This design comes from an exercise in tuning for small area, a short achievable clock period and few clock cycles on the open sky130 flow, not from production work.
In this exercise RTL edits were held to simulation tests only and were not proved equivalent to the original.
Power and IR drop assume default switching activity.

**design/flow/constraint.sdc**
```tcl
create_clock -name core_clock -period 10.0 [get_ports {clk}]
set_input_delay 2.0000 -clock core_clock [delete_from_list [all_inputs] [get_ports {clk}]]
set_output_delay 2.0000 -clock core_clock [all_outputs]
set_load 0.01 [all_outputs]
```
**design/flow/config.mk**
```make
export PLATFORM = sky130hd
export DESIGN_NAME = CPU
export DESIGN_NICKNAME = CPU
export VERILOG_FILES = /design/flow/design.v
export SDC_FILE = /design/flow/constraint.sdc
export NUM_CORES = 4
export LEC_CHECK = 0
export CAP_MARGIN = 20
export CORE_MARGIN = 2
export CORE_UTILIZATION = 40
export PLACE_DENSITY = 0.6
export SLEW_MARGIN = 20
```
**design/flow/flow/run.sh**
```bash
#!/bin/bash
# Layout flow: the standard ORFS flow, with the port buffers made from
# the smallest buffer cell (instead of the resizer's default pick) and
# smaller clock-tree buffers. Each tool's full output goes to make.log here
# and to the ORFS logs under orfs/logs.
set -euo pipefail
bash standard.sh \
  "BUFFER_PORTS_ARGS=-buffer_cell sky130_fd_sc_hd__buf_1" \
  "CTS_BUF_LIST=sky130_fd_sc_hd__clkbuf_4 sky130_fd_sc_hd__clkbuf_8" \
  SETUP_SLACK_MARGIN=6.6 \
  finish > make.log 2>&1
```
**design/flow/design.v**
```verilog
module CPU(
	input clk,
	input rst,
	output reg [15 : 0]PC,
	input  [31 : 0]instr,
	output [15 : 0]mem_addr,
	output [15 : 0]mem_data,
	output write,
	input  [15 : 0]mem_rdata,
	output [255 : 0]REGS,
	output halted
);
	reg [15 : 0] R [0 : 14];
	reg ZF, SF;
	reg halt_r, stuck_r;
	reg halt_p;                 
	reg [15 : 0] ras;           
	genvar gi;
	generate
		for (gi = 0; gi < 15; gi = gi + 1) begin : g_regs
			assign REGS[gi*16 +: 16] = R[gi];
		end
	endgenerate
	assign REGS[255 : 240] = 16'd0;
	assign halted = halt_r;
	reg        e_we;        
	reg        e_wmem;      
	reg        e_wsp;       
	reg        e_store;     
	reg        e_usesum;    
	reg        e_addrb;     
	reg        e_ret;       
	reg        e_setcc, e_sub;
	reg        e_usec;      
	reg        e_fa, e_fb;  
	reg [1 : 0] e_op;       
	reg [3 : 0] e_dst;
	reg [15 : 0] e_a, e_b, e_c;
	reg        m_we, m_wmem, m_wsp, m_store, m_ret;
	reg [3 : 0] m_dst;
	reg [15 : 0] m_addr, m_data, m_res;
	assign mem_addr = m_addr;
	assign mem_data = m_data;
	assign write = m_store;
	wire [15 : 0] wv = m_wmem ? mem_rdata : m_res;
	wire flush = m_ret && (mem_rdata != m_data);
	wire [15 : 0] a_op = e_fa ? m_res : e_a;
	wire [15 : 0] b_op = e_fb ? m_res : e_b;
	wire [15 : 0] x = e_usec ? e_c : (a_op ^ {16{e_sub}});
	reg [15 : 0] sum, gk, pk, pp;
	integer j, d;
	always @(*) begin
		pp = x ^ b_op;
		gk = x & b_op;
		gk[0] = gk[0] | (pp[0] & e_sub);
		pk = pp;
		for (d = 1; d < 16; d = d * 2)
			for (j = 15; j >= d; j = j - 1) begin
				gk[j] = gk[j] | (pk[j] & gk[j - d]);
				pk[j] = pk[j] & pk[j - d];
			end
		sum = pp ^ {gk[14 : 0], e_sub};
	end
	wire [15 : 0] ab_x = a_op ^ b_op;
	wire add_zero = (ab_x == {a_op[14 : 0] | b_op[14 : 0], 1'b0});
	wire eq_zero = ab_x == 16'd0;
	reg  [15 : 0] v;
	always @(*) begin
		case (e_op)
			2'd0: v = sum;
			2'd1: v = x & b_op;
			2'd2: v = x ^ b_op;
			default: v = 16'd1;
		endcase
	end
	reg v_zero;
	always @(*) begin
		case (e_op)
			2'd0: v_zero = e_sub ? eq_zero : add_zero;
			2'd1: v_zero = (a_op & b_op) == 16'd0;
			2'd2: v_zero = eq_zero;
			default: v_zero = 1'b0;
		endcase
	end
	wire zf_l = e_setcc ? v_zero : ZF;
	wire [3 : 0] icode = instr[3 : 0];
	wire [3 : 0] ifun  = instr[7 : 4];
	wire [3 : 0] rA    = instr[11 : 8];
	wire [3 : 0] rB    = instr[15 : 12];
	wire [15 : 0] valC_r = instr[31 : 16];
	wire [15 : 0] valC_j = instr[23 : 8];
	wire i_halt  = icode == 4'd0;
	wire i_rrmov = icode == 4'd2;
	wire i_irmov = icode == 4'd3;
	wire i_rmmov = icode == 4'd4;
	wire i_mrmov = icode == 4'd5;
	wire i_opq   = icode == 4'd6;
	wire i_jxx   = icode == 4'd7;
	wire i_call  = icode == 4'd8;
	wire i_ret   = icode == 4'd9;
	wire i_push  = icode == 4'd10;
	wire i_pop   = icode == 4'd11;
	wire i_inv   = icode >= 4'd13;
	function e_hit;
		input [3 : 0] idx;
		begin
			e_hit = (e_we && !e_wmem && e_dst == idx) || (e_wsp && idx == 4'd4);
		end
	endfunction
	function [16 : 0] fwd;    
		input [3 : 0] idx;
		begin
			if (m_we && m_dst == idx)
				fwd = {1'b1, wv};
			else if (m_wsp && idx == 4'd4)
				fwd = {1'b1, m_res};
			else
				fwd = 17'd0;
		end
	endfunction
	function [15 : 0] rd;
		input [3 : 0] idx;
		begin
			rd = (idx == 4'd15) ? 16'd0 : R[idx];
		end
	endfunction
	wire [16 : 0] fa = fwd(rA);
	wire [16 : 0] fb = fwd(rB);
	wire [16 : 0] fs = fwd(4'd4);
	wire [15 : 0] a_eff = fa[16] ? fa[15 : 0] : rd(rA);
	wire [15 : 0] b_eff = fb[16] ? fb[15 : 0] : rd(rB);
	wire [15 : 0] s_eff = fs[16] ? fs[15 : 0] : R[4];
	wire use_a = i_rrmov || i_rmmov || i_opq || i_push;
	wire use_b = i_rmmov || i_mrmov || i_opq;
	wire use_s = i_push || i_pop || i_call || i_ret;
	wire e_load = e_we && e_wmem;
	wire stall = (e_load && ((use_a && e_dst == rA) || (use_b && e_dst == rB) ||
	                         (use_s && e_dst == 4'd4))) ||
	             (i_jxx && ifun == 4'd1 && e_setcc);
	wire run = !halt_r && !halt_p && !stuck_r;
	wire go  = run && !stall && !flush;    
	wire cond = (ifun == 4'd0) || (ifun == 4'd1 && SF) ||
	            (ifun == 4'd2 && zf_l) || (ifun == 4'd3 && !zf_l);
	wire [11 : 0] inc4 = PC[15 : 4] + 12'd1;
	wire [10 : 0] inc5 = PC[15 : 5] + 11'd1;
	wire [15 : 0] p16 = {inc4, PC[3 : 0]};
	wire [15 : 0] p32 = {inc5, PC[4 : 0]};
	wire [15 : 0] p8  = PC[3] ? {inc4, 1'b0, PC[2 : 0]} : {PC[15 : 4], 1'b1, PC[2 : 0]};
	wire [15 : 0] p24 = PC[3] ? {inc5, PC[4], 1'b0, PC[2 : 0]} : {inc4, 1'b1, PC[2 : 0]};
	reg  [15 : 0] valP;
	always @(*) begin
		case (icode)
			4'd2, 4'd6, 4'd10, 4'd11: valP = p16;
			4'd3, 4'd4, 4'd5:         valP = p32;
			4'd7, 4'd8:               valP = p24;
			default:                  valP = p8;
		endcase
	end
	wire [15 : 0] pc_next = i_ret ? ras :
	                        (i_call || (i_jxx && cond)) ? valC_j : valP;
	wire f_wmem = i_mrmov || i_pop;
	wire f_we = ((i_rrmov || i_irmov || i_opq) && rB != 4'd15) ||
	            (f_wmem && rA != 4'd15) || i_push || i_call || i_ret;
	wire [3 : 0] f_dst = (i_push || i_call || i_ret) ? 4'd4 : f_wmem ? rA : rB;
	reg [1 : 0] f_op;
	always @(*) begin
		if (i_opq)
			case (ifun)
				4'd0, 4'd1: f_op = 2'd0;
				4'd2: f_op = 2'd1;
				4'd3: f_op = 2'd2;
				default: f_op = 2'd3;
			endcase
		else
			f_op = 2'd0;
	end
	wire [15 : 0] f_b = (i_rmmov || i_mrmov || i_opq) ? b_eff :
	                    use_s ? s_eff : 16'd0;
	wire [15 : 0] f_c = (i_push || i_call) ? 16'hFFF8 : (i_pop || i_ret) ? 16'h0008 : valC_r;
	wire [15 : 0] f_a = i_call ? p24 : i_ret ? ras : a_eff;
	wire [15 : 0] wbus = rst ? 16'd0 : wv;
	integer k;
	always @(posedge clk) begin
		for (k = 0; k < 15; k = k + 1)
			if (rst || (m_we && m_dst == k))
				R[k] <= wbus;
			else if (k == 4 && m_wsp)
				R[k] <= m_res;
	end
	always @(posedge clk) begin
		if (rst) begin
			PC <= 16'd0;
			halt_r <= 1'b0;
			halt_p <= 1'b0;
			stuck_r <= 1'b0;
			ZF <= 1'b0;
			SF <= 1'b0;
			e_we <= 1'b0;
			e_wsp <= 1'b0;
			e_store <= 1'b0;
			e_usesum <= 1'b0;
			e_addrb <= 1'b0;
			e_ret <= 1'b0;
			e_setcc <= 1'b0;
			m_we <= 1'b0;
			m_wsp <= 1'b0;
			m_store <= 1'b0;
			m_ret <= 1'b0;
		end else begin
			if (e_setcc && !flush) begin
				ZF <= v_zero;
				SF <= v[15];
			end
			m_we <= e_we && !flush;
			m_wsp <= e_wsp && !flush;
			m_store <= e_store && !flush;
			m_ret <= e_ret && !flush;
			if (flush)
				PC <= mem_rdata;
			else if (go)
				PC <= pc_next;
			if (flush) begin
				halt_p <= 1'b0;
				stuck_r <= 1'b0;
			end else begin
				if (go && i_halt) begin
					if (e_we || e_wsp || e_store)
						halt_p <= 1'b1;
					else
						halt_r <= 1'b1;
				end
				if (halt_p)
					halt_r <= 1'b1;
				if (go && i_inv)
					stuck_r <= 1'b1;
			end
			e_we <= go && f_we;
			e_wsp <= go && i_pop;
			e_store <= go && (i_rmmov || i_push || i_call);
			e_usesum <= go && (i_rmmov || i_mrmov || i_push || i_call);
			e_addrb <= go && (i_pop || i_ret);
			e_ret <= go && i_ret;
			e_setcc <= go && i_opq;
		end
		if (i_call)
			ras <= p24;
		e_op <= f_op;
		e_sub <= i_opq && ifun == 4'd1;
		e_usec <= i_irmov || i_rmmov || i_mrmov || i_push || i_call || i_pop || i_ret;
		e_dst <= f_dst;
		e_wmem <= f_wmem;
		e_a <= f_a;
		e_fa <= use_a && e_hit(rA);
		e_fb <= ((i_rmmov || i_mrmov || i_opq) && e_hit(rB)) || (use_s && e_hit(4'd4));
		e_b <= f_b;
		e_c <= f_c;
		m_dst <= e_dst;
		m_wmem <= e_wmem;
		m_res <= v;
		m_data <= a_op;
		m_addr <= e_addrb ? b_op : sum;
	end
endmodule
```
**design/flow/standard.sh**
```bash
#!/bin/bash
# synth_recipe.tcl (not shown) runs the flow's synth.tcl, then flattens the netlist and writes it again
# the make line also repeats each setting of config.mk as NAME=value (left out here)
make -C /OpenROAD-flow-scripts/flow DESIGN_CONFIG=/design/flow/config.mk WORK_HOME=/design/flow/orfs CLKGATE_MAP_FILE= SYNTH_SCRIPT=/design/flow/synth_recipe.tcl "${@:-finish}"
```
==> results of run 1 <==
routing by layer:
layer / vias to the layer above / global-route usage, % / wire length (um)
met5: - / 0 / 26
met4: 4 / 17.2 / 6110
met3: 495 / 12.9 / 14100
met2: 1871 / 54.4 / 43000
met1: 10000 / 44.3 / 35700
li1: 8456 / - / -
what timing repair did:
item                                   4_1_cts  5_1_grt
setup endpoints to repair                  345       96
cloned                                       4        0
gates resized for setup                    172      139
endpoints found under the hold margin        0        0
setup buffers                               71       74
pin swaps                                   40       70
how the worst max path moves through the flow:
stage                  start         end  slack, ps
finish                  e_fa       PC[4]       6020
global route            e_fa       PC[4]       5940
CTS                     e_fa  m_addr[14]       6150
detailed placement  instr[1]       PC[5]       4710
global placement    instr[1]       PC[5]       4810
floorplan           instr[1]       PC[7]       6150
logic make-up (layout without fill, tap and decap cells):
| logic type | after synthesis | in the layout | share of synthesized area [%] |
|---|---|---|---|
| mux | 64 | 64 | 3.26 |
| flops | 399 | 399 | 51.4 |
| fa+ha+maj | 52 | 52 | 3.24 |
| compound gates | 625 | 625 | 21.8 |
| simple gates | 490 | 492 | 11.6 |
| xor+xnor | 98 | 98 | 4.18 |
| buf+inv | 217 | 727 | 4.49 |
| other cells | 1 | 19 | 0.0183 |
layout make-up:
type / instances / area, um2
tap: 680 / 851
antenna: 3 / 7.51
timing repair buffer: 538 / 3400
clock inverter: 26 / 317
multi-input combinational: 1347 / 11000
inverter: 57 / 238
fill: 4372 / 23300
timing repair inverter: 1 / 8.76
clock buffer: 105 / 1310
sequential: 399 / 10600
per-stage QoR:
step / utilization (%) / area, um2
after floorplan: - / 21600
after global placement: 45.5 / 23200
after detailed placement: 45.5 / 23200
after CTS: 51.6 / 26300
after global routing: 54.3 / 27700
final: 54.3 / 27700
worst max-delay path, delay by kind of cell (launching register included):
family	cells	cell delay, ps
flops	1	350
fa+ha+maj	1	350
simple gates	3	880
buf+inv	5	660
mux	3	670
xor+xnor	1	180
compound gates	3	760
power by group through the flow:
stage                     logic, mW  clock network, mW  registers [mW]
final                          1.51               1.77            2.45
after global routing           1.58               1.85            2.46
after CTS                      1.33               1.77            2.42
after detailed placement       1.19                  0            2.43
after floorplan               0.659                  0            2.39
after global placement         1.18                  0            2.43
layout by cell type, fill, tap and decap left out, drive strengths merged, types with 12 or more instances in the layout:
| cell type | synthesis | routed |
|---|---|---|
| buf | 45 | 522 |
| edfxtp | 256 | 256 |
| a22oi | 162 | 162 |
| nand2 | 146 | 147 |
| dfxtp | 143 | 143 |
| clkbuf | 115 | 121 |
| nor2 | 118 | 118 |
| a21oi | 108 | 108 |
| o21ai | 89 | 89 |
| inv | 56 | 62 |
| xor2 | 56 | 56 |
| o221ai | 52 | 52 |
| mux2i | 52 | 52 |
| ha | 50 | 50 |
| nand3 | 47 | 48 |
| nand4 | 42 | 42 |
| xnor2 | 42 | 42 |
| a221oi | 36 | 36 |
| a222oi | 33 | 33 |
| nor3 | 28 | 28 |
| a21o | 27 | 27 |
| nand2b | 27 | 27 |
| o22ai | 21 | 21 |
| a31oi | 18 | 18 |
| and2 | 17 | 17 |
| nor4 | 17 | 17 |
| conb | 1 | 16 |
| clkinv | 1 | 15 |
| nor2b | 12 | 12 |
| mux2 | 12 | 12 |
| o221a | 12 | 12 |
state kept, by name, summed over array words and instances, names as in the netlist, 2 cells and up:
signal  cells
m_dst       4
m_addr     16
ras        16
PC         16
e_a        16
R         240
m_res      16
e_op        2
e_b        16
e_dst       4
m_data     16
e_c        16
==> impl_metrics.tcl, run 1 <==
set metrics [dict create \
    outcome "no timing/DRC/antenna violations" \
    whs_endpoint "m_wmem" \
    critPathCaptureType "flip-flop" \
    via_count 20800 \
    nNetsFinal 2517 \
    crit_required_ps 10550 \
    fin_worst_skew_ps 52.1 \
    root_buffer "clkbuf_8" \
    dp_hpwl_mm 65.2 \
    power_mw 5.72 \
    whs_path_depth 0 \
    place_ws_ps 4710 \
    worst_path_most_repeated_cell "buf_12" \
    placedCellCount 2873 \
    path_cells "buf_12 -> buf_6 -> buf_12 -> buf_12 -> mux2i_4 -> ha_4 -> xor2_4 -> nand4_1 -> or4_4 -> o2111a_2 -> mux2i_4 -> buf_6 -> nand3_4 -> mux2i_1 -> a21o_1 -> o31ai_2" \
    clk_latency_ps 700 \
    netlist.top_cell.by_area "edfxtp_1" \
    crit_arrival_ps 4530 \
    hp-class "flip-flop to flip-flop" \
    p_sw_share_pct 36.0 \
    rsz0062_at_grt "yes" \
    ys_seq_area_share_pct 51.4 \
    path_class "flip-flop to flip-flop" \
    fin_setup_tns_ps 0 \
    combPwrFrac_pct 26.3 \
    grt-ovfl-total 0 \
    clockPowerShare_pct 30.9 \
    port_buffers 339 \
    cts_buffer_depth 3 \
    antenna_found_initial 5 \
    syn_inst 1946 \
    drtIter0Drc 3449 \
    path_clk_slew_ps 60 \
    ys_ff_latch 399 \
    drt-pass1-iter-count 9 \
    first_global_vias 19700 \
    wl_mm 98.9 \
    netlist.area_leader.share_pct 37.5 \
    switching_power_mw 2.06 \
    viasPerCell 6.60 \
    worst_pin_slew_ps 1150 \
    die_y_um 231 \
    htree_num_levels 3 \
    coreArea_um2 51000 \
    finalHoldViolCount 0 \
    drive_gt1_share_pct 26.6 \
    max_cap_violations 0 \
    ir_worst_vdd_mv 0.147 \
    slowest_delay_ps 560 \
    grt_use_total_pct 35.5 \
    cts_tree "yes" \
    grt_pass1_wl_mm 138 \
    hold_buffers 0 \
    p_leak_nw 10.2 \
    post-route-period-util_pct 39.8 \
    synth_cell_types 76 \
    yosysMostFrequentCell "edfxtp_1" \
    synth.yosys.warnings 2 \
    worst_slack_ps 6020 \
    synth.avg_cell_area_um2 10.5 \
    gp_congestion 0.948 \
    power_density_nw_per_um2 207 \
    fp.dieW_um 231 \
    r2r-start "e_fa" \
    final.min_clock_period_ps 3980 \
    critPathLaunchType "flip-flop" \
    area_delta_synth_final_pct 34.8 \
    cts_made_buffers 71 \
    synth_edf_count 256 \
    grt_max_degree 39 \
    synth_commonest_cells "edfxtp_1 (256), a22oi_1 (162), dfxtp_1 (143), nand2_1 (143), nor2_1 (118)" \
    critPathSlowestCell "or4_4" \
    max_freq_mhz 252 \
    ant_nets 0 \
    ff2ff_setup_slack_ps 6020 \
    wl_per_cell_um 31.3 \
    async_flop_share_pct 0 \
    power.internal_mw 3.66 \
    num_rows 83 \
    drv_slew 0 \
    whs_ps 387 \
    cp_max_fo 7 \
    die-area_um2 53100 \
    setup_violations 0 \
    pin_count 356 \
    syn_area_um2 20500 \
    seqPwrFrac_pct 42.8 \
    finalNonFillerCells 3156 \
    cts_sinks 399 \
    r2r-end "PC[4]" \
    relSlewSlack_pct 22.8 \
    drc 0 \
    worst_hold_startpoint "e_wmem" \
    synth_area_leaders "edfxtp_1 (37%), dfxtp_1 (14%), a22oi_1 (5.9%)" \
    initial_core_util_pct 40.3 \
    yosys_most_used_dff "edfxtp_1" \
    r2r_cells 16 \
]
Testbench counts, summed over its fixed seeds: cycles 154,407.
==> run 2, diff against run 1 <==
--- a/design/flow/flow/run.sh
+++ b/design/flow/flow/run.sh
@@ -7,5 +7,5 @@
 bash standard.sh \
   "BUFFER_PORTS_ARGS=-buffer_cell sky130_fd_sc_hd__buf_1" \
   "CTS_BUF_LIST=sky130_fd_sc_hd__clkbuf_4 sky130_fd_sc_hd__clkbuf_8" \
-  SETUP_SLACK_MARGIN=6.6 \
+  SETUP_SLACK_MARGIN=7.0 \
   finish > make.log 2>&1
==> run 2 against run 1 <==
- clock skew up 12 ps
- first-iteration DRC count up 16%
- sequential share of layout area down 4.8 points
- die area is the same
- sequential power decreased by 2%
- clock power is 6% lower
- critical endpoint unchanged
- largest cell class unchanged
==> impl_metrics.tcl, run 2 <==
set metrics [dict create \
    grt_use_total_pct 38.9 \
    synth_commonest_cells "edfxtp_1 (256), a22oi_1 (162), dfxtp_1 (143), nand2_1 (143), nor2_1 (118)" \
    synth.avg_cell_area_um2 10.5 \
    worst_pin_slew_ps 838 \
    relSlewSlack_pct 43.5 \
    p_leak_nw 13.2 \
    synth_area_leaders "edfxtp_1 (37%), dfxtp_1 (14%), a22oi_1 (5.9%)" \
    nNetsFinal 2889 \
    cts_sinks 399 \
    crit_arrival_ps 4420 \
    fp.dieW_um 231 \
    fin_setup_tns_ps 0 \
    ys_seq_area_share_pct 51.4 \
    setup_violations 0 \
    synth.yosys.warnings 2 \
    drive_gt1_share_pct 46.2 \
    path_class "flip-flop to flip-flop" \
    drc 0 \
    max_freq_mhz 259 \
    finalHoldViolCount 0 \
    dp_hpwl_mm 67.0 \
    cts_made_buffers 73 \
    cts_tree "yes" \
    fin_worst_skew_ps 64.4 \
    wl_mm 109 \
    whs_path_depth 0 \
    coreArea_um2 51000 \
    hp-class "flip-flop to flip-flop" \
    root_buffer "clkbuf_8" \
    drv_slew 0 \
    outcome "no timing/DRC/antenna violations" \
    synth_edf_count 256 \
    worst_slack_ps 6140 \
    path_clk_slew_ps 60 \
    via_count 22700 \
    yosys_most_used_dff "edfxtp_1" \
    seqCellArea_um2 10700 \
    critPathSlowestCell "or4_1" \
    pin_count 356 \
    htree_num_levels 3 \
    viasPerCell 6.44 \
    max_cap_violations 0 \
    crit_family "simple AND/OR/NAND/NOR gates" \
    drtIter0Drc 4009 \
    cp_max_fo 7 \
    gp_congestion 0.973 \
    grt_pass1_wl_mm 151 \
    syn_area_um2 20500 \
    multi_input_area_um2 11100 \
    fill_cells 3914 \
    synth_cell_types 76 \
    layout_commonest_cell "buf_4" \
    first_global_vias 21700 \
    power_density_nw_per_um2 188 \
    path_cells "buf_12 -> buf_6 -> mux2i_4 -> ha_2 -> nor4_2 -> nand3_1 -> or4_1 -> o2111a_1 -> mux2i_4 -> nand3_4 -> buf_12 -> mux2i_1 -> a21o_1 -> o31ai_1" \
    syn_inst 1946 \
    drt-pass1-iter-count 13 \
    post-route-period-util_pct 38.6 \
    path_depth 14 \
    whs_ps 372 \
    r2r_cells 14 \
    ir_worst_vdd_mv 0.124 \
    ant_nets 0 \
    critPathCaptureType "flip-flop" \
    finalNonFillerCells 3529 \
    wl_per_cell_um 31.0 \
    area_delta_synth_final_pct 55.4 \
    largest_register_ffs 240 \
    clk_latency_ps 710 \
    critPathLaunchType "flip-flop" \
    ys_ff_latch 399 \
    netlist.area_leader.share_pct 37.5 \
    die-area_um2 53100 \
    crit_buf_inv 3 \
    initial_core_util_pct 40.3 \
    yosysMostFrequentCell "edfxtp_1" \
    async_flop_share_pct 0 \
    crit_required_ps 10560 \
    place_ws_ps 4670 \
    final.min_clock_period_ps 3860 \
    placedCellCount 2863 \
    slowest_delay_ps 540 \
    grt_max_degree 39 \
    top_register "R" \
    layout_common_cells "buf_4 (466), edfxtp_1 (256), a22oi_1 (148)" \
    cts_buffer_depth 3 \
    die_y_um 231 \
    grt-ovfl-total 0 \
    netlist.top_cell.by_area "edfxtp_1" \
    port_buffers 339 \
    num_rows 83 \
    rsz0062_at_grt "yes" \
    antenna_found_initial 7 \
]
-- run 2: cell counts after synthesis --
No cell type changed its count.
-- run 2: cell families after synthesis --
logic type      Yosys count  share of synthesized area, %
compound gates          625                          21.8
simple gates            490                          11.6
flops                   399                          51.4
buf+inv                 217                          4.49
xor+xnor                 98                          4.18
mux                      64                          3.26
fa+ha+maj                52                          3.24
other cells               1                        0.0183
-- run 2: area by class of cell --
type                            count  area share (%)
Sequential cell                   399            33.4
Inverter                           57           0.730
Clock inverter                     29           0.718
Tap cell                          680            2.67
Antenna cell                        4          0.0314
Multi-Input combinational cell   1348            34.8
Clock buffer                      104            4.00
Timing Repair Buffer              908            23.6
-- run 2: worst paths after layout --
check | from | endpoint | slack, ps
worst max register to register | e_fa | PC[4] | 6140
worst max-delay path | e_fa | PC[4] | 6140
worst min-delay path | e_wmem | m_wmem | 370
worst min register to register | e_wmem | m_wmem | 370
-- run 2: layer usage --
metal | GRT usage [%] | routed length, um | share of wire (%) | up-vias
met5 | 0 | 24 | 0.022 | -
li1 | - | - | - | 9230
met4 | 21.3 | 8440 | 7.7 | 6
met3 | 14.9 | 16100 | 15 | 644
met2 | 58.8 | 46300 | 42 | 2106
met1 | 47.8 | 38600 | 35 | 10800
-- run 2: repair_timing --
item | CTS | global route
resized for setup | 556 | 289
pin swaps | 82 | 96
hold buffers | 0 | 0
endpoints found under the setup margin | 652 | 489
buffers inserted | 395 | 124
gates cloned | 7 | 3
-- run 2: power breakdown --
group / switching, mW / internal (mW) / total [mW]
sequential: 0.307 / 2.09 / 2.40
combinational: 1.07 / 0.859 / 1.93
clock: 0.775 / 0.885 / 1.66
total: 2.15 / 3.84 / 5.99
-- run 2: stage by stage --
stage          cell area, um2  util [%]  power [mW]
6_report                31900      62.5        5.99
5_1_grt                 31900      62.5        6.16
4_1_cts                 30000      58.9        5.72
3_5_place_dp            23300      45.6        3.64
3_3_place_gp            23300      45.6        3.64
2_1_floorplan           22000         -        3.07
==> run 3, diff against run 2 <==
--- a/design/flow/design.v
+++ b/design/flow/design.v
@@ -83,6 +83,7 @@
 		endcase
 	end
 	wire zf_l = e_setcc ? v_zero : ZF;
+	wire sf_l = e_setcc ? v[15] : SF;
 	wire [3 : 0] icode = instr[3 : 0];
 	wire [3 : 0] ifun  = instr[7 : 4];
 	wire [3 : 0] rA    = instr[11 : 8];
@@ -134,12 +135,11 @@
 	wire use_b = i_rmmov || i_mrmov || i_opq;
 	wire use_s = i_push || i_pop || i_call || i_ret;
 	wire e_load = e_we && e_wmem;
-	wire stall = (e_load && ((use_a && e_dst == rA) || (use_b && e_dst == rB) ||
-	                         (use_s && e_dst == 4'd4))) ||
-	             (i_jxx && ifun == 4'd1 && e_setcc);
+	wire stall = e_load && ((use_a && e_dst == rA) || (use_b && e_dst == rB) ||
+	                        (use_s && e_dst == 4'd4));
 	wire run = !halt_r && !halt_p && !stuck_r;
 	wire go  = run && !stall && !flush;    
-	wire cond = (ifun == 4'd0) || (ifun == 4'd1 && SF) ||
+	wire cond = (ifun == 4'd0) || (ifun == 4'd1 && sf_l) ||
 	            (ifun == 4'd2 && zf_l) || (ifun == 4'd3 && !zf_l);
 	wire [11 : 0] inc4 = PC[15 : 4] + 12'd1;
 	wire [10 : 0] inc5 = PC[15 : 5] + 11'd1;
==> design/flow/flow/run.sh (replaced) <==
#!/bin/bash
# Layout flow: the standard ORFS flow, with the port buffers made from
# the smallest buffer cell (instead of the resizer's default pick), smaller
# clock-tree buffers without dummy loads, and timing repair aimed below the
# clock period. Each tool's full output goes to make.log here and to the
# ORFS logs under orfs/logs.
set -euo pipefail
bash standard.sh \
  "BUFFER_PORTS_ARGS=-buffer_cell sky130_fd_sc_hd__buf_1" \
  "CTS_ARGS=-sink_clustering_enable -repair_clock_nets -dont_use_dummy_load -buf_list {sky130_fd_sc_hd__clkbuf_4 sky130_fd_sc_hd__clkbuf_8}" \
  SETUP_SLACK_MARGIN=6.6 \
  finish > make.log 2>&1
==> run 3 against run 2 <==
- cell count fell by 11%
- synthesized cell count rose by 2.7%
- still clean
- largest cell class unchanged
- routed wire length fell by 5.3%
==> impl_metrics.tcl, run 3 <==
set metrics [dict create \
    outcome "no timing/DRC/antenna violations" \
    path_cells "buf_12 -> mux2i_4 -> xnor2_1 -> nor2_1 -> a21o_1 -> ha_4 -> nor2b_4 -> o31a_4 -> o221a_4 -> o211ai_4 -> mux2_4 -> o31ai_4 -> buf_6 -> a21oi_2 -> o311a_1" \
    area_delta_synth_final_pct 31.2 \
    r2r_cells 15 \
    pin_count 356 \
    worst_pin_slew_ps 1110 \
    synth_commonest_cells "edfxtp_1 (256), a22oi_1 (175), dfxtp_1 (143), nand2_1 (135), nor2_1 (127)" \
    wl_per_cell_um 33.0 \
    path_clk_slew_ps 60 \
    syn_inst 1999 \
    drive_gt1_share_pct 24.5 \
    nNetsFinal 2571 \
    final.min_clock_period_ps 3780 \
    ys_ff_latch 399 \
    netlist.top_cell.by_area "edfxtp_1" \
    setup_violations 0 \
    dp_hpwl_mm 68.2 \
    worst_hold_startpoint "e_wmem" \
    ir_worst_vdd_mv 0.126 \
    drtIter0Drc 3573 \
    seqCellArea_um2 10600 \
    coreArea_um2 51600 \
    syn_area_um2 21000 \
    max_cap_violations 0 \
    num_rows 83 \
    r2r-end "PC[2]" \
    die_y_um 233 \
    finalNonFillerCells 3147 \
    hp-class "flip-flop to flip-flop" \
    r2r-start "e_fa" \
    top_register "R" \
    layout_common_cells "buf_1 (311), edfxtp_1 (256), a22oi_1 (158)" \
    drc 0 \
    crit_arrival_ps 4300 \
    wl_mm 104 \
    ff2ff_setup_slack_ps 6220 \
    cts_buffer_depth 3 \
    initial_core_util_pct 40.7 \
    critPathCaptureType "flip-flop" \
    slowest_delay_ps 380 \
    synth_area_leaders "edfxtp_1 (37%), dfxtp_1 (14%), a22oi_1 (6.3%)" \
    multi_input_area_um2 11200 \
    gp_congestion 1.00 \
    synth.avg_cell_area_um2 10.5 \
    grt_max_degree 53 \
    netlist.area_leader.share_pct 36.6 \
    fin_setup_tns_ps 0 \
    crit_required_ps 10520 \
    cts_tree "yes" \
    whs_endpoint "m_wmem" \
    rsz0062_at_grt "yes" \
    yosys_most_used_dff "edfxtp_1" \
    drv_slew 0 \
    fill_cells 4521 \
    cp_max_fo 6 \
    power_density_nw_per_um2 185 \
    async_flop_share_pct 0 \
    grt-ovfl-total 0 \
    path_class "flip-flop to flip-flop" \
    layout_commonest_cell "buf_1" \
    power_mw 5.10 \
    port_buffers 339 \
    max_freq_mhz 265 \
    drt-pass1-iter-count 13 \
    whs_ps 376 \
    viasPerCell 6.79 \
    root_buffer "clkbuf_8" \
    relSlewSlack_pct 25.7 \
    whs_path_depth 0 \
    critPathSlowestCell "mux2_4" \
    cts_sinks 399 \
    ant_nets 0 \
    grt_use_total_pct 36.4 \
    critPathLaunchType "flip-flop" \
    finalHoldViolCount 0 \
    synth_edf_count 256 \
    synth.yosys.warnings 2 \
    die-area_um2 54300 \
    post-route-period-util_pct 37.8 \
    antenna_found_initial 2 \
    htree_num_levels 3 \
    grt_pass1_wl_mm 143 \
    ys_seq_area_share_pct 50.3 \
    yosysMostFrequentCell "edfxtp_1" \
    synth_cell_types 90 \
    cts_made_buffers 72 \
    fin_worst_skew_ps 77.2 \
    first_global_vias 20100 \
    diodes 0 \
    clk_latency_ps 680 \
    via_count 21400 \
    fp.dieW_um 233 \
    largest_register_ffs 240 \
    placedCellCount 2908 \
    p_leak_nw 10.1 \
]
-- run 3: cell count changes in the layout (fill, tap and decap cells not counted), sizes merged, moves of 15 or more --
cell / change
a221oi: -15
buf: -215
clkbuf: -173
clkinv: -21
nand2b: -17
o21ai: -16
o221ai: -16
xnor2: +26
xor2: -38
-- run 3: per-stage QoR --
step           area, um2  util [%]  worst slack, ps
4_1_cts            26400      51.2             6250
3_5_place_dp       23500      45.5             4700
6_report           27500      53.3             6220
3_3_place_gp       23400      45.4             4790
2_1_floorplan      22100         -             6000
5_1_grt            27500      53.3             6160
-- run 3: layout make-up --
class                      instances  area share [%]
clock buffer                      72            3.60
tap                              680            3.09
inverter                          56           0.773
multi-input combinational       1384            40.5
sequential                       399            38.4
timing repair buffer             556            13.6
-- run 3: cell families (layout without fill, tap and decap cells) --
| kind of cell | count (synthesis) | in the layout | synth area share [%] |
|---|---|---|---|
| simple gates | 524 | 526 | 12.6 |
| xor+xnor | 86 | 86 | 3.59 |
| mux | 62 | 62 | 3.15 |
| compound gates | 640 | 642 | 22.4 |
| buf+inv | 235 | 684 | 4.83 |
| flops | 399 | 399 | 50.3 |
| other cells | 1 | 16 | 0.0179 |
| fa+ha+maj | 52 | 52 | 3.17 |
-- run 3: worst max-delay path by stage --
stage / start / endpoint / depth (start not counted)
global route: e_fa / PC[7] / 15
floorplan: instr[4] / PC[8] / 9
finish: e_fa / PC[2] / 15
global placement: instr[2] / PC[0] / 8
CTS: instr[4] / PC[14] / 8
detailed placement: instr[2] / PC[2] / 8
-- run 3: timing repair --
item | in CTS | in global routing
cloned | 7 | 6
setup endpoints to repair | 242 | 199
setup buffers | 100 | 54
hold buffers | 0 | 0
gates resized for setup | 207 | 119
pin swaps | 49 | 85
-- run 3: where the power goes --
part           switching (mW)  leakage, nW  internal (mW)  total (mW)
sequential              0.379         3.80           2.08        2.46
combinational           0.833         5.75          0.516        1.35
clock                   0.658        0.518          0.634        1.29
total                    1.87         10.1           3.23        5.10
-- run 3: routing by layer --
metal,vias up,routed length [um],share of wire (%),global-route usage [%]
met4,4,6780,6.5,18.1
met2,1924,45400,44,55.9
met1,10300,37300,36,45.7
met5,-,27,0.026,0
met3,482,14200,14,12.2
li1,8633,-,-,-
-- run 3: worst max-delay path, delay by kind of cell, from the launching register on --
| kind | cells | cell delay, ps |
|---|---|---|
| AO/OA/AOI/OAI | 7 | 1740 |
| multiplexers | 2 | 630 |
| adder cells (fa/ha/maj) | 1 | 230 |
| flip-flops | 1 | 370 |
| AND/OR/NAND/NOR | 2 | 190 |
| buffers and inverters | 2 | 320 |
| XOR/XNOR | 1 | 140 |
Testbench counts of run 3, summed over its fixed seeds: cycles 154,279.
==> run 4, diff against run 3 <==
--- a/design/flow/design.v
+++ b/design/flow/design.v
@@ -33,19 +33,21 @@
 	reg        e_setcc, e_sub;
 	reg        e_usec;      
 	reg        e_fa, e_fb;  
+	reg        e_wa, e_wb;  
 	reg [1 : 0] e_op;       
 	reg [3 : 0] e_dst;
 	reg [15 : 0] e_a, e_b, e_c;
 	reg        m_we, m_wmem, m_wsp, m_store, m_ret;
 	reg [3 : 0] m_dst;
 	reg [15 : 0] m_addr, m_data, m_res;
+	reg [15 : 0] w1;            
 	assign mem_addr = m_addr;
 	assign mem_data = m_data;
 	assign write = m_store;
 	wire [15 : 0] wv = m_wmem ? mem_rdata : m_res;
 	wire flush = m_ret && (mem_rdata != m_data);
-	wire [15 : 0] a_op = e_fa ? m_res : e_a;
-	wire [15 : 0] b_op = e_fb ? m_res : e_b;
+	wire [15 : 0] a_op = e_fa ? m_res : e_wa ? w1 : e_a;
+	wire [15 : 0] b_op = e_fb ? m_res : e_wb ? w1 : e_b;
 	wire [15 : 0] x = e_usec ? e_c : (a_op ^ {16{e_sub}});
 	reg [15 : 0] sum, gk, pk, pp;
 	integer j, d;
@@ -83,7 +85,6 @@
 		endcase
 	end
 	wire zf_l = e_setcc ? v_zero : ZF;
-	wire sf_l = e_setcc ? v[15] : SF;
 	wire [3 : 0] icode = instr[3 : 0];
 	wire [3 : 0] ifun  = instr[7 : 4];
 	wire [3 : 0] rA    = instr[11 : 8];
@@ -108,38 +109,31 @@
 			e_hit = (e_we && !e_wmem && e_dst == idx) || (e_wsp && idx == 4'd4);
 		end
 	endfunction
-	function [16 : 0] fwd;    
+	function m_hit;
 		input [3 : 0] idx;
 		begin
-			if (m_we && m_dst == idx)
-				fwd = {1'b1, wv};
-			else if (m_wsp && idx == 4'd4)
-				fwd = {1'b1, m_res};
-			else
-				fwd = 17'd0;
+			m_hit = m_we && m_dst == idx && idx != 4'd4;
 		end
 	endfunction
+	wire [15 : 0] s_eff = (m_we && m_dst == 4'd4) ? wv : m_wsp ? m_res : R[4];
 	function [15 : 0] rd;
 		input [3 : 0] idx;
 		begin
-			rd = (idx == 4'd15) ? 16'd0 : R[idx];
+			rd = (idx == 4'd15) ? 16'd0 : (idx == 4'd4) ? s_eff : R[idx];
 		end
 	endfunction
-	wire [16 : 0] fa = fwd(rA);
-	wire [16 : 0] fb = fwd(rB);
-	wire [16 : 0] fs = fwd(4'd4);
-	wire [15 : 0] a_eff = fa[16] ? fa[15 : 0] : rd(rA);
-	wire [15 : 0] b_eff = fb[16] ? fb[15 : 0] : rd(rB);
-	wire [15 : 0] s_eff = fs[16] ? fs[15 : 0] : R[4];
+	wire [15 : 0] a_eff = rd(rA);
+	wire [15 : 0] b_eff = rd(rB);
 	wire use_a = i_rrmov || i_rmmov || i_opq || i_push;
 	wire use_b = i_rmmov || i_mrmov || i_opq;
 	wire use_s = i_push || i_pop || i_call || i_ret;
 	wire e_load = e_we && e_wmem;
-	wire stall = e_load && ((use_a && e_dst == rA) || (use_b && e_dst == rB) ||
-	                        (use_s && e_dst == 4'd4));
+	wire stall = (e_load && ((use_a && e_dst == rA) || (use_b && e_dst == rB) ||
+	                         (use_s && e_dst == 4'd4))) ||
+	             (i_jxx && ifun == 4'd1 && e_setcc);
 	wire run = !halt_r && !halt_p && !stuck_r;
 	wire go  = run && !stall && !flush;    
-	wire cond = (ifun == 4'd0) || (ifun == 4'd1 && sf_l) ||
+	wire cond = (ifun == 4'd0) || (ifun == 4'd1 && SF) ||
 	            (ifun == 4'd2 && zf_l) || (ifun == 4'd3 && !zf_l);
 	wire [11 : 0] inc4 = PC[15 : 4] + 12'd1;
 	wire [10 : 0] inc5 = PC[15 : 5] + 11'd1;
@@ -252,6 +246,9 @@
 		e_a <= f_a;
 		e_fa <= use_a && e_hit(rA);
 		e_fb <= ((i_rmmov || i_mrmov || i_opq) && e_hit(rB)) || (use_s && e_hit(4'd4));
+		e_wa <= use_a && m_hit(rA);
+		e_wb <= (i_rmmov || i_mrmov || i_opq) && m_hit(rB);
+		w1 <= wv;
 		e_b <= f_b;
 		e_c <= f_c;
 		m_dst <= e_dst;
==> design/flow/flow/run.sh (replaced) <==
#!/bin/bash
# Layout flow: the standard ORFS flow, with the port buffers made from
# the smallest buffer cell (instead of the resizer's default pick) and
# smaller clock-tree buffers. Each tool's full output goes to make.log here
# and to the ORFS logs under orfs/logs.
set -euo pipefail
bash standard.sh \
  "BUFFER_PORTS_ARGS=-buffer_cell sky130_fd_sc_hd__buf_1" \
  "CTS_BUF_LIST=sky130_fd_sc_hd__clkbuf_4 sky130_fd_sc_hd__clkbuf_8" \
  SETUP_SLACK_MARGIN=6.6 \
  finish > make.log 2>&1
==> run 4 against run 3 <==
- clock-buffer cell count up 22
- highest routed layer is now met4
- routed wire length decreased by 4.2%
- critical path depth down 4
- global-route usage down 1.4 points
- still clean
- fmax rose by 4.4%
- non-clock buffer count decreased by 22
==> impl_metrics.tcl, run 4 <==
set metrics [dict create \
    drtIter0Drc 3547 \
    synth.yosys.warnings 2 \
    ys_ff_latch 417 \
    synthMuxAreaShare_pct 3.74 \
    dp_hpwl_mm 67.6 \
    power_mw 5.16 \
    synth_area_leaders "edfxtp_1 (34%), dfxtp_1 (17%), a22oi_1 (4.2%)" \
    power_density_nw_per_um2 189 \
    hold_buffers 0 \
    die-area_um2 54400 \
    drc 0 \
    nNetsFinal 2607 \
    num_rows 84 \
    drv_slew 0 \
    synth.avg_cell_area_um2 10.4 \
    synth_xor_area_share_pct 3.87 \
    cp_max_fo 7 \
    first_global_vias 19900 \
    wl_mm 99.4 \
    pin_count 356 \
    synth_commonest_cells "edfxtp_1 (240), dfxtp_1 (177), nor2_1 (176), nand2_1 (128)" \
    yosysMostFrequentCell "edfxtp_1" \
    htree_num_levels 3 \
    cts_sinks 417 \
    utilization_pct 52.2 \
    area_delta_synth_final_pct 29.6 \
    setup_violations 0 \
    largest_register_ffs 240 \
    fin_setup_tns_ps 0 \
    clk_latency_ps 660 \
    crit_buf_inv 3 \
    crit_arrival_ps 4130 \
    synth_cell_types 97 \
    top_register "R" \
    hp-class "flip-flop to flip-flop" \
    worst_pin_slew_ps 1110 \
    wl_per_cell_um 30.6 \
    crit_required_ps 10510 \
    grt_pass1_wl_mm 138 \
    die_y_um 233 \
    netlist.area_leader.share_pct 34.3 \
    fp.dieW_um 233 \
    antenna_found_initial 2 \
    via_count 20700 \
    critPathCaptureType "flip-flop" \
    p_leak_nw 10.4 \
    initial_core_util_pct 40.3 \
    syn_inst 2032 \
    critPathSlowestCell "or4b_4" \
    outcome "no timing/DRC/antenna violations" \
    netlist.top_cell.by_area "edfxtp_1" \
    cts_buffer_depth 3 \
    cts_made_buffers 72 \
    post-route-period-util_pct 36.2 \
    synth_top_family_by_area "compound AO/OA/AOI/OAI gates" \
    synth_edf_count 240 \
    finalHoldViolCount 0 \
    yosys_most_used_dff "edfxtp_1" \
    async_flop_share_pct 0 \
    grt_max_degree 47 \
    placed_area_um2 23200 \
    port_buffers 339 \
    relSlewSlack_pct 25.8 \
    yosys.area_share.simple_pct 13.0 \
    place_ws_ps 4870 \
    worst_path_most_repeated_cell "buf_8" \
    critPathLaunchType "input port" \
    crit_family "compound AO/OA/AOI/OAI gates" \
    max_cap_violations 0 \
    layout_commonest_cell "buf_1" \
    worst_slack_ps 6380 \
    synthAdderAreaFrac_pct 3.16 \
    grt-ovfl-total 0 \
    max_freq_mhz 276 \
    rsz0062_at_grt "yes" \
    final.min_clock_period_ps 3620 \
    coreArea_um2 52200 \
    layout_common_cells "buf_1 (310), edfxtp_1 (240), nor2_1 (166)" \
    ir_worst_vdd_mv 0.111 \
    root_buffer "clkbuf_8" \
    path_cells "buf_8 -> buf_8 -> or4b_4 -> buf_12 -> o21a_4 -> a21oi_4 -> o21a_1 -> o221ai_1 -> a22o_1 -> o211ai_2 -> a311oi_2" \
    drt-pass1-iter-count 13 \
    gp_congestion 0.962 \
    drive_gt1_share_pct 23.0 \
    fill_cells 4703 \
    final_area_um2 27300 \
    fin_worst_skew_ps 41.7 \
    syn_area_um2 21000 \
    grt_use_total_pct 35.0 \
    cts_tree "yes" \
    viasPerCell 6.37 \
    ant_nets 0 \
    slowest_delay_ps 560 \
    path_class "input port to flip-flop" \
    synth_compound_area_share_pct 20.7 \
    path_clk_slew_ps 60 \
    ys_seq_area_share_pct 51.1 \
]
==> run 4: cell types whose count changed in the layout (fill, tap and decap cells not counted), sizes merged, moves of 18 or more <==
| cell | change |
|---|---|
| a22o | +20 |
| a22oi | -58 |
| buf | -34 |
| clkbuf | +31 |
| clkinv | +27 |
| dfxtp | +34 |
| nand3 | +18 |
| nand4 | -30 |
| nor2 | +49 |
| nor2b | +19 |
| o21ai | +43 |
| o221ai | -29 |
==> run 4: stage by stage <==
step,instances,hold slack (ps)
5_1_grt,3249,412
6_report,3251,400
2_1_floorplan,2047,364
3_5_place_dp,2965,389
3_3_place_gp,2965,379
4_1_cts,3187,396
==> run 4: layout make-up <==
type	count	area [um2]	area share, %
Antenna cell	2	5.00	0.0184
Tap cell	688	861	3.16
Inverter	66	284	1.04
Clock inverter	36	268	0.982
Sequential cell	417	10800	39.5
Clock buffer	94	1190	4.38
Multi-Input combinational cell	1413	10500	38.6
Timing Repair inverter	1	11.3	0.0413
Timing Repair Buffer	534	3350	12.3
==> run 4: per-layer routing <==
metal  wire [um]  track usage, %
met1       37300            45.8
met2       43400            54.3
met3       12900            8.37
met4        5690            16.4
met5           0               0
==> run 4: what timing repair did <==
item | 4_1_cts | 5_1_grt
setup buffers | 84 | 55
gates cloned | 8 | 7
resized for setup | 207 | 117
endpoints found under the setup margin | 272 | 71
hold endpoints to repair | 0 | 0
pin swaps | 47 | 48
==> run 4: logic make-up (layout without fill, tap and decap cells) <==
group                    count (synthesis)  count (layout)
adder cells (fa/ha/maj)                 52              52
AND/OR/NAND/NOR                        558             559
buffers and inverters                  218             731
multiplexers                            76              76
XOR/XNOR                                93              93
other                                    1              18
flip-flops                             417             417
AO/OA/AOI/OAI                          617             617
==> run 4: worst paths after layout <==
| path | cells past startpoint | from | end | slack [ps] |
|---|---|---|---|---|
| worst max-delay path | 11 | instr[1] | PC[10] | 6380 |
| worst min-delay path | 0 | e_wmem | m_wmem | 400 |
| worst max register to register | 16 | e_wa | PC[7] | 6540 |
| worst min register to register | 0 | e_wmem | m_wmem | 400 |
==> run 4: where the power goes <==
group          switching [mW]  leakage [nW]  internal (mW)  total, mW
clock network           0.757         0.770          0.866       1.62
logic                   0.748          5.68          0.435       1.18
registers               0.265          3.92           2.09       2.35
total                    1.77          10.4           3.39       5.16
Testbench counts of run 4, summed over its fixed seeds: cycles 154,407.
==> run 5, diff against run 4 <==
--- a/design/flow/flow/run.sh
+++ b/design/flow/flow/run.sh
@@ -7,5 +7,5 @@
 bash standard.sh \
   "BUFFER_PORTS_ARGS=-buffer_cell sky130_fd_sc_hd__buf_1" \
   "CTS_BUF_LIST=sky130_fd_sc_hd__clkbuf_4 sky130_fd_sc_hd__clkbuf_8" \
-  SETUP_SLACK_MARGIN=6.6 \
+  SETUP_SLACK_MARGIN=6.2 \
   finish > make.log 2>&1
==> run 5 against run 4 <==
- fmax fell by 3.8%
- area after synthesis unchanged
- sequential power barely moved
- global-route usage fell by 1.2 points
- non-clock buffer count is 127 lower
- highest routed layer is now met5
==> impl_metrics.tcl, run 5 <==
set metrics [dict create \
    outcome "no timing/DRC/antenna violations" \
    utilization_pct 48.1 \
    ys_seq_area_share_pct 51.1 \
    dp_hpwl_mm 67.3 \
    layout_common_cells "buf_1 (329), edfxtp_1 (240), dfxtp_1 (175)" \
    path_class "flip-flop to output port" \
    cts_buffer_depth 3 \
    coreArea_um2 52200 \
    whs_path_depth 0 \
    grt_max_degree 72 \
    setup_violations 0 \
    drc 0 \
    finalNonFillerCells 3124 \
    htree_num_levels 3 \
    syn_area_um2 21000 \
    p_leak_nw 9.35 \
    largest_register_ffs 240 \
    syn_inst 2032 \
    netlist.area_leader.share_pct 34.3 \
    netlist.top_cell.by_area "edfxtp_1" \
    max_freq_mhz 266 \
    drive_gt1_share_pct 13.5 \
    max_cap_violations 0 \
    finalHoldViolCount 0 \
    top_register "R" \
    num_rows 84 \
    placed_area_um2 23100 \
    synth_area_leaders "edfxtp_1 (34%), dfxtp_1 (17%), a22oi_1 (4.2%)" \
    crit_arrival_ps 1760 \
    port_buffers 339 \
    fp.dieW_um 233 \
    worst_hold_startpoint "e_dst[2]" \
    post-route-period-util_pct 37.6 \
    fin_setup_tns_ps 0 \
    r2r-start "e_wa" \
    ant_nets 0 \
    yosysMostFrequentCell "edfxtp_1" \
    crit_family "flip-flops" \
    cts_tree "yes" \
    clk_latency_ps 680 \
    viasPerCell 6.37 \
    critPathLaunchType "flip-flop" \
    via_count 19900 \
    ir_worst_vdd_mv 0.0937 \
    cp_max_fo 17 \
    final.min_clock_period_ps 3760 \
    synth_commonest_cells "edfxtp_1 (240), dfxtp_1 (177), nor2_1 (176), nand2_1 (128)" \
    crit_required_ps 8000 \
    die-area_um2 54400 \
    synth.avg_cell_area_um2 10.4 \
    layout_commonest_cell "buf_1" \
    drt-pass1-iter-count 8 \
    rsz0062_at_grt "yes" \
    ff2ff_setup_slack_ps 6330 \
    antenna_found_initial 3 \
    area_delta_synth_final_pct 19.5 \
    die_y_um 233 \
    grt_use_total_pct 33.8 \
    worst_pin_slew_ps 1130 \
    drtIter0Drc 3422 \
    wl_mm 94.5 \
    ys_ff_latch 417 \
    wl_per_cell_um 30.2 \
    switching_power_mw 1.73 \
    r2r-end "SF" \
    yosys_most_used_dff "edfxtp_1" \
    grt_pass1_wl_mm 133 \
    power_density_nw_per_um2 203 \
    fin_worst_skew_ps 46.1 \
    pin_count 356 \
    cts_made_buffers 74 \
    r2r_cells 15 \
    hp-class "flip-flop to flip-flop" \
    placedCellCount 2970 \
    clockPowerShare_pct 33.4 \
    synth_edf_count 240 \
    critPathSlowestCell "dfxtp_1" \
    diodes 0 \
    async_flop_share_pct 0 \
    synth_cell_types 97 \
    final_area_um2 25100 \
    p_sw_share_pct 34.0 \
    combPwrFrac_pct 20.6 \
    nNetsFinal 2480 \
    seqPwrFrac_pct 46.0 \
    synth.yosys.warnings 2 \
    gp_congestion 0.967 \
    cts_sinks 417 \
    grt-ovfl-total 0 \
    root_buffer "clkbuf_8" \
    path_clk_slew_ps 60 \
    slowest_delay_ps 860 \
    critPathCaptureType "output port" \
    first_global_vias 18900 \
    path_cells "buf_1" \
    crit_buf_inv 1 \
    whs_endpoint "m_dst[2]" \
    initial_core_util_pct 40.3 \
    relSlewSlack_pct 24.1 \
    power.internal_mw 3.36 \
    drv_slew 0 \
]
[run 5: timing repair]
| item | in CTS | in global routing |
|---|---|---|
| gates resized for setup | 43 | 56 |
| pin swaps | 6 | 7 |
| setup endpoints to repair | 56 | 53 |
| buffers inserted | 10 | 10 |
| hold buffers | 0 | 0 |
[run 5: worst max path at each step]
stage | startpoint | to | slack, ps | depth (start not counted)
after global placement | instr[11] | e_a[4] | 4970 | 10
after floorplan | instr[1] | PC[10] | 6070 | 10
after detailed placement | instr[11] | e_a[4] | 4940 | 10
after CTS | e_wa | SF | 6150 | 15
after global routing | e_wa | m_res[12] | 6110 | 18
final | PC[3] | PC[3] | 6240 | 1
[run 5: final cells by class]
class / count / area [um2]
clock inverter: 30 / 250
tap: 688 / 861
inverter: 66 / 248
clock buffer: 104 / 1310
fill: 4914 / 27100
timing repair buffer: 407 / 1900
multi-input combinational: 1412 / 9820
sequential: 417 / 10800
[run 5: kinds of logic (layout without fill, tap and decap cells)]
| kind of cell | after synthesis | after routing | synth area share, % |
|---|---|---|---|
| buffers and inverters | 218 | 607 | 4.34 |
| AO/OA/AOI/OAI | 617 | 617 | 20.7 |
| multiplexers | 76 | 76 | 3.74 |
| other | 1 | 16 | 0.0178 |
| AND/OR/NAND/NOR | 558 | 558 | 13.0 |
| adder cells (fa/ha/maj) | 52 | 52 | 3.16 |
| XOR/XNOR | 93 | 93 | 3.87 |
| flip-flops | 417 | 417 | 51.1 |
[run 5: layer usage]
| layer | share of wire (%) | track usage, % | up-vias |
|---|---|---|---|
| met3 | 12 | 8.30 | 285 |
| met4 | 4.4 | 14.8 | 2 |
| met5 | 0.014 | 0 | - |
| met1 | 39 | 45.5 | 9602 |
| li1 | - | - | 8365 |
| met2 | 44 | 51.4 | 1643 |
[run 5: stage by stage]
step	hold slack, ps	setup WS (ps)	power (mW)
floorplan	364	6070	2.85
global placement	396	4970	3.35
detailed placement	400	4940	3.35
CTS	398	6150	5.05
global route	418	6110	5.26
finish	396	6240	5.09
[run 5: power groups by stage]
stage	Clock [mW]	Combinational (mW)	Sequential, mW
2_1_floorplan	0	0.535	2.31
3_3_place_gp	0	0.992	2.36
3_5_place_dp	0	0.992	2.36
4_1_cts	1.71	1.01	2.33
5_1_grt	1.79	1.12	2.35
6_report	1.70	1.05	2.34
==> run 6, diff against run 5 <==
--- a/design/flow/flow/run.sh
+++ b/design/flow/flow/run.sh
@@ -7,5 +7,5 @@
 bash standard.sh \
   "BUFFER_PORTS_ARGS=-buffer_cell sky130_fd_sc_hd__buf_1" \
   "CTS_BUF_LIST=sky130_fd_sc_hd__clkbuf_4 sky130_fd_sc_hd__clkbuf_8" \
-  SETUP_SLACK_MARGIN=6.2 \
+  SETUP_SLACK_MARGIN=5.8 \
   finish > make.log 2>&1
==> run 6 against run 5 <==
- sequential share of layout area is 0.55 points higher
- still clean
- worst setup slack worse by 520 ps
- area after synthesis stayed put
- critical path depth is 10 higher
- flip-flop and latch count stayed put
- first-iteration DRC count is 7.3% lower
- core utilization is 0.62 points lower
- largest cell class unchanged
- fmax is 12% lower
- combinational power hardly changed
- clock power hardly changed
- synthesized cell count stayed put
==> impl_metrics.tcl, run 6 <==
set metrics [dict create \
    root_buffer "clkbuf_8" \
    netlist.top_cell.by_area "edfxtp_1" \
    drtIter0Drc 3172 \
    max_cap_violations 0 \
    synth_area_leaders "edfxtp_1 (34%), dfxtp_1 (17%), a22oi_1 (4.2%)" \
    die_y_um 233 \
    synth_edf_count 240 \
    critPathLaunchType "input port" \
    cts_buffer_depth 3 \
    drive_gt1_share_pct 11.4 \
    ys_ff_latch 417 \
    layout_commonest_cell "buf_1" \
    cts_sinks 417 \
    final.min_clock_period_ps 4280 \
    wl_mm 96.3 \
    cp_max_fo 38 \
    via_count 20200 \
    async_flop_share_pct 0 \
    outcome "no timing/DRC/antenna violations" \
    power_mw 5.07 \
    wl_per_cell_um 30.9 \
    cts_tree "yes" \
    fill_cells 4888 \
    num_rows 84 \
    max_freq_mhz 234 \
    fp.dieW_um 233 \
    grt-ovfl-total 0 \
    cts_made_buffers 75 \
    path_class "input port to flip-flop" \
    drv_slew 0 \
    area_delta_synth_final_pct 18.0 \
    first_global_vias 19400 \
    crit_arrival_ps 4820 \
    synthMuxAreaShare_pct 3.74 \
    whs_ps 385 \
    synth_compound_area_share_pct 20.7 \
    netlist.area_leader.share_pct 34.3 \
    hold_buffers 0 \
    synth_cell_types 97 \
    path_clk_slew_ps 60 \
    r2r_cells 13 \
    power_density_nw_per_um2 204 \
    setup_violations 0 \
    antenna_found_initial 1 \
    port_buffers 339 \
    synth_xor_area_share_pct 3.87 \
    yosysMostFrequentCell "edfxtp_1" \
    die-area_um2 54400 \
    top_register "R" \
    worst_slack_ps 5720 \
    drt-pass1-iter-count 13 \
    final_area_um2 24800 \
    fin_setup_tns_ps 0 \
    syn_area_um2 21000 \
    yosys_most_used_dff "edfxtp_1" \
    worst_pin_slew_ps 1220 \
    relSlewSlack_pct 18.5 \
    rsz0062_at_grt "no" \
    gp_congestion 0.978 \
    hp-class "flip-flop to flip-flop" \
    drc 0 \
    largest_register_ffs 240 \
    viasPerCell 6.48 \
    critPathCaptureType "flip-flop" \
    whs_path_depth 0 \
    ys_seq_area_share_pct 51.1 \
    finalHoldViolCount 0 \
    initial_core_util_pct 40.3 \
    place_ws_ps 4660 \
    crit_required_ps 10550 \
    fin_worst_skew_ps 45.5 \
    p_leak_nw 9.26 \
    grt_use_total_pct 34.5 \
    yosys.area_share.simple_pct 13.0 \
    synth.yosys.warnings 2 \
    htree_num_levels 3 \
    grt_max_degree 50 \
    layout_common_cells "buf_1 (331), edfxtp_1 (240), nor2_1 (176)" \
    dp_hpwl_mm 68.1 \
    synth_commonest_cells "edfxtp_1 (240), dfxtp_1 (177), nor2_1 (176), nand2_1 (128)" \
    synth_top_family_by_area "compound AO/OA/AOI/OAI gates" \
    placed_area_um2 23100 \
    pin_count 356 \
    syn_inst 2032 \
    synth.avg_cell_area_um2 10.4 \
    grt_pass1_wl_mm 135 \
    clk_latency_ps 720 \
    synthAdderAreaFrac_pct 3.16 \
    post-route-period-util_pct 42.8 \
    nNetsFinal 2474 \
    coreArea_um2 52200 \
    ant_nets 0 \
    ir_worst_vdd_mv 0.113 \
]
run 6: worst max-delay path, stage by stage:
cell and delay, ps:
clkbuf_2 90, buf_4 420, inv_1 170, buf_4 270, nor4b_4 410, buf_4 370, a22o_1 190, a221oi_1 40
nand3_1 250, nand2_1 180, a31oi_1 360
run 6: path summary, 6_finish.rpt:
kind / end / slack [ps] / from
hold reg to reg: m_wmem / 390 / e_wmem
hold / removal: m_wmem / 390 / e_wmem
setup reg to reg: PC[8] / 5970 / e_wb
setup / recovery: e_a[8] / 5720 / instr[10]
run 6: final cells by class:
| type | instances | area [um2] | share of cell area, % |
|---|---|---|---|
| Antenna cell | 1 | 2.50 | 0.0101 |
| Timing Repair Buffer | 400 | 1790 | 7.21 |
| Tap cell | 688 | 861 | 3.47 |
| Clock buffer | 104 | 1300 | 5.24 |
| Clock inverter | 24 | 234 | 0.943 |
| Inverter | 66 | 253 | 1.02 |
| Multi-Input combinational cell | 1412 | 9630 | 38.8 |
| Sequential cell | 417 | 10800 | 43.3 |
run 6: kinds of logic (layout without fill, tap and decap cells):
logic type,after synthesis,after routing
other,1,17
AND/OR/NAND/NOR,558,558
multiplexers,76,76
XOR/XNOR,93,93
flip-flops,417,417
AO/OA/AOI/OAI,617,617
adder cells (fa/ha/maj),52,52
buffers and inverters,218,594
run 6: power by group:
group | leakage (nW) | internal [mW] | switching, mW | total [mW]
combinational | 4.54 | 0.335 | 0.707 | 1.04
clock | 0.804 | 0.925 | 0.768 | 1.69
sequential | 3.91 | 2.08 | 0.248 | 2.33
run 6: what timing repair did:
item / 4_1_cts / 5_1_grt
setup endpoints to repair: 25 / 23
setup buffers: 9 / 2
cloned: 0 / 0
resized for setup: 12 / 13
pin swaps: 3 / 1
run 6: per-layer routing:
metal / up-vias / routed length (um) / part of all wire [%] / global-route usage (%)
met5: - / 0 / 0 / 0
met3: 343 / 13200 / 14 / 11.4
met4: 0 / 4900 / 5.1 / 15.5
met1: 9752 / 35800 / 37 / 43.8
met2: 1728 / 42400 / 44 / 53.3
li1: 8350 / - / - / -
run 6: stage by stage:
stage | instances | util, %
6_report | 3112 | 47.5
5_1_grt | 3112 | 47.5
4_1_cts | 3109 | 47.4
3_5_place_dp | 2972 | 44.2
3_3_place_gp | 2971 | 44.2
2_1_floorplan | 2047 | -
==> run 7, diff against run 6 <==
--- a/design/flow/flow/run.sh
+++ b/design/flow/flow/run.sh
@@ -7,5 +7,5 @@
 bash standard.sh \
   "BUFFER_PORTS_ARGS=-buffer_cell sky130_fd_sc_hd__buf_1" \
   "CTS_BUF_LIST=sky130_fd_sc_hd__clkbuf_4 sky130_fd_sc_hd__clkbuf_8" \
-  SETUP_SLACK_MARGIN=5.8 \
+  SETUP_SLACK_MARGIN=6.4 \
   finish > make.log 2>&1
==> run 7 against run 6 <==
- area after synthesis unchanged
- worst hold slack better by 5.5 ps
- flip-flop and latch count unchanged
- sequential power about the same
- combinational power up 6%
- via count about the same
- core utilization up 2.2 points
- routed wire length down 0.95%
==> impl_metrics.tcl, run 7 <==
set metrics [dict create \
    fin_worst_skew_ps 40.5 \
    busiest_layer "met2" \
    ir_worst_vdd_mv 0.123 \
    viasPerCell 6.34 \
    max_cap_violations 0 \
    die_y_um 233 \
    gp_congestion 0.966 \
    async_flop_share_pct 0 \
    worst_pin_slew_ps 1230 \
    initial_core_util_pct 40.3 \
    path_class "input port to flip-flop" \
    via_count 20200 \
    crit_required_ps 10620 \
    max_freq_mhz 268 \
    synth_commonest_cells "edfxtp_1 (240), dfxtp_1 (177), nor2_1 (176), nand2_1 (128)" \
    fin_setup_tns_ps 0 \
    critPathCaptureType "flip-flop" \
    pin_count 356 \
    layout_common_cells "buf_1 (323), edfxtp_1 (240), dfxtp_1 (174)" \
    relSlewSlack_pct 17.5 \
    rsz0062_at_grt "yes" \
    critPathLaunchType "input port" \
    path_clk_slew_ps 70 \
    drt-pass1-iter-count 14 \
    p_leak_nw 9.75 \
    hold_buffers 0 \
    setup_violations 0 \
    ys_ff_latch 417 \
    synth.yosys.warnings 2 \
    whs_ps 391 \
    drv_slew 0 \
    synth_area_leaders "edfxtp_1 (34%), dfxtp_1 (17%), a22oi_1 (4.2%)" \
    yosysMostFrequentCell "edfxtp_1" \
    top_register "R" \
    final.min_clock_period_ps 3730 \
    first_global_vias 19500 \
    synth_edf_count 240 \
    port_buffers 339 \
    met2_usage_pct 52.3 \
    whs_path_depth 0 \
    ff2ff_setup_slack_ps 6460 \
    diodes 0 \
    netlist.top_cell.by_area "edfxtp_1" \
    grt_use_total_pct 33.9 \
    num_rows 84 \
    layout_commonest_cell "buf_1" \
    wl_mm 95.4 \
    drtIter0Drc 3262 \
    die-area_um2 54400 \
    grt_pass1_wl_mm 134 \
    drc 0 \
    largest_register_ffs 240 \
    antenna_found_initial 2 \
    ys_seq_area_share_pct 51.1 \
    coreArea_um2 52200 \
    placed_area_um2 23100 \
    area_delta_synth_final_pct 23.3 \
    yosys_most_used_dff "edfxtp_1" \
    htree_num_levels 3 \
    outcome "no timing/DRC/antenna violations" \
    cp_max_fo 16 \
    grt_max_degree 72 \
    post-route-period-util_pct 37.3 \
    fp.dieW_um 233 \
    syn_inst 2032 \
    r2r_cells 19 \
    root_buffer "clkbuf_8" \
    cts_sinks 417 \
    final_area_um2 25900 \
    netlist.area_leader.share_pct 34.3 \
    cts_buffer_depth 3 \
    grt-ovfl-total 0 \
    crit_arrival_ps 4360 \
    syn_area_um2 21000 \
    power_density_nw_per_um2 199 \
    drive_gt1_share_pct 17.4 \
    use_met3_pct 9.84 \
    hp-class "flip-flop to flip-flop" \
    wl_per_cell_um 30.0 \
    synth_cell_types 97 \
    clk_latency_ps 690 \
    finalHoldViolCount 0 \
    synth.avg_cell_area_um2 10.4 \
    met1_usage_pct 44.5 \
    ant_nets 0 \
    dp_hpwl_mm 66.9 \
    cts_made_buffers 73 \
    nNetsFinal 2540 \
    cts_tree "yes" \
]
[run 7: cell counts after synthesis]
No cell type changed its count.
[run 7: power breakdown]
part | leakage [nW] | switching [mW] | internal [mW]
Sequential | 3.91 | 0.256 | 2.08
Combinational | 5.04 | 0.711 | 0.388
Clock | 0.801 | 0.783 | 0.931
Total | 9.75 | 1.75 | 3.40
[run 7: cells by family (layout without fill, tap and decap cells)]
group / Yosys count / count (layout) / share of synthesized area, %
flip-flops: 417 / 417 / 51.1
AND/OR/NAND/NOR: 558 / 559 / 13.0
other: 1 / 16 / 0.0178
adder cells (fa/ha/maj): 52 / 52 / 3.16
multiplexers: 76 / 76 / 3.74
buffers and inverters: 218 / 661 / 4.34
AO/OA/AOI/OAI: 617 / 617 / 20.7
XOR/XNOR: 93 / 93 / 3.87
[run 7: area by class of cell]
cell class                 instances  area [um2]
timing repair buffer             467        2450
inverter                          66         260
clock buffer                      98        1260
tap                              688         861
multi-input combinational       1413       10100
sequential                       417       10800
clock inverter                    30         277
fill                            4898       26300
[run 7: final timing paths]
path / start / endpoint
worst max-delay path: instr[12] / e_b[14]
worst min-delay path: e_wmem / m_wmem
worst max register to register: e_wa / m_addr[12]
worst min register to register: e_wmem / m_wmem
[run 7: routing by layer]
metal	routed length [um]	share of wire [%]	up-vias
met5	13	0.014	-
met4	4630	4.9	2
met3	12300	13	359
met2	42100	44	1648
met1	36300	38	9665
li1	-	-	8495
[run 7: timing repair]
item | in CTS | in global routing
setup buffers | 32 | 43
gates cloned | 3 | 3
gates resized for setup | 97 | 88
setup endpoints to repair | 74 | 55
pin swaps | 13 | 32
[run 7: stage by stage]
step	total power [mW]	cells	utilization (%)	setup WS, ps
finish	5.15	3179	49.7	6270
global route	5.31	3179	49.7	6330
CTS	5.07	3133	48.3	6380
detailed placement	3.34	2970	44.2	4950
global placement	3.33	2970	44.2	5050
floorplan	2.85	2047	-	6110
[run 7: worst max-delay path: stages]
cell and delay (ps):
buf_1 70, buf_4 210, nand2b_1 260, nor3_4 970
a222oi_1 200, nand3_1 210, o211ai_1 120, o21a_1 200
a21oi_1 100

-- re-timing with driven ports --
How much do the figures lean on ideal ports? The routed layouts below were timed once more, with nothing changed but the port constraints. Step 1, drivers: a clkbuf_16 drives clk and a buf_2 each remaining input, both assumed. Step 2 also shifts input and output timing later by t, the mid clock arrival at the registers, as if the neighbouring blocks saw the same clock. a / b / c = ideal / step 1 / step 2; a / b = the first two.
run	t, ns	setup slack, ns	worst data-port slew with drivers (ns)	cell pins on the clock port's net
run 1	0.729	6.025 / 6.025 / 5.404	0.10	1
run 2	0.732	6.139 / 6.139 / 5.507	0.13	1
run 3	0.697	6.223 / 6.223 / 5.620	0.10	1
run 4	0.698	6.383 / 6.397 / 5.699	0.05	1
run 5	0.720	6.241 / 6.186 / 5.559	0.04	1
run 6	0.744	5.725 / 5.759 / 5.015	0.04	1
run 7	0.722	6.268 / 6.304 / 5.582	0.04	1
After both steps setup and hold are still met in every run listed. For run 6, which loses most, drivers alone change the setup slack by +0.034 ns; drivers and shift together by -0.710 ns.
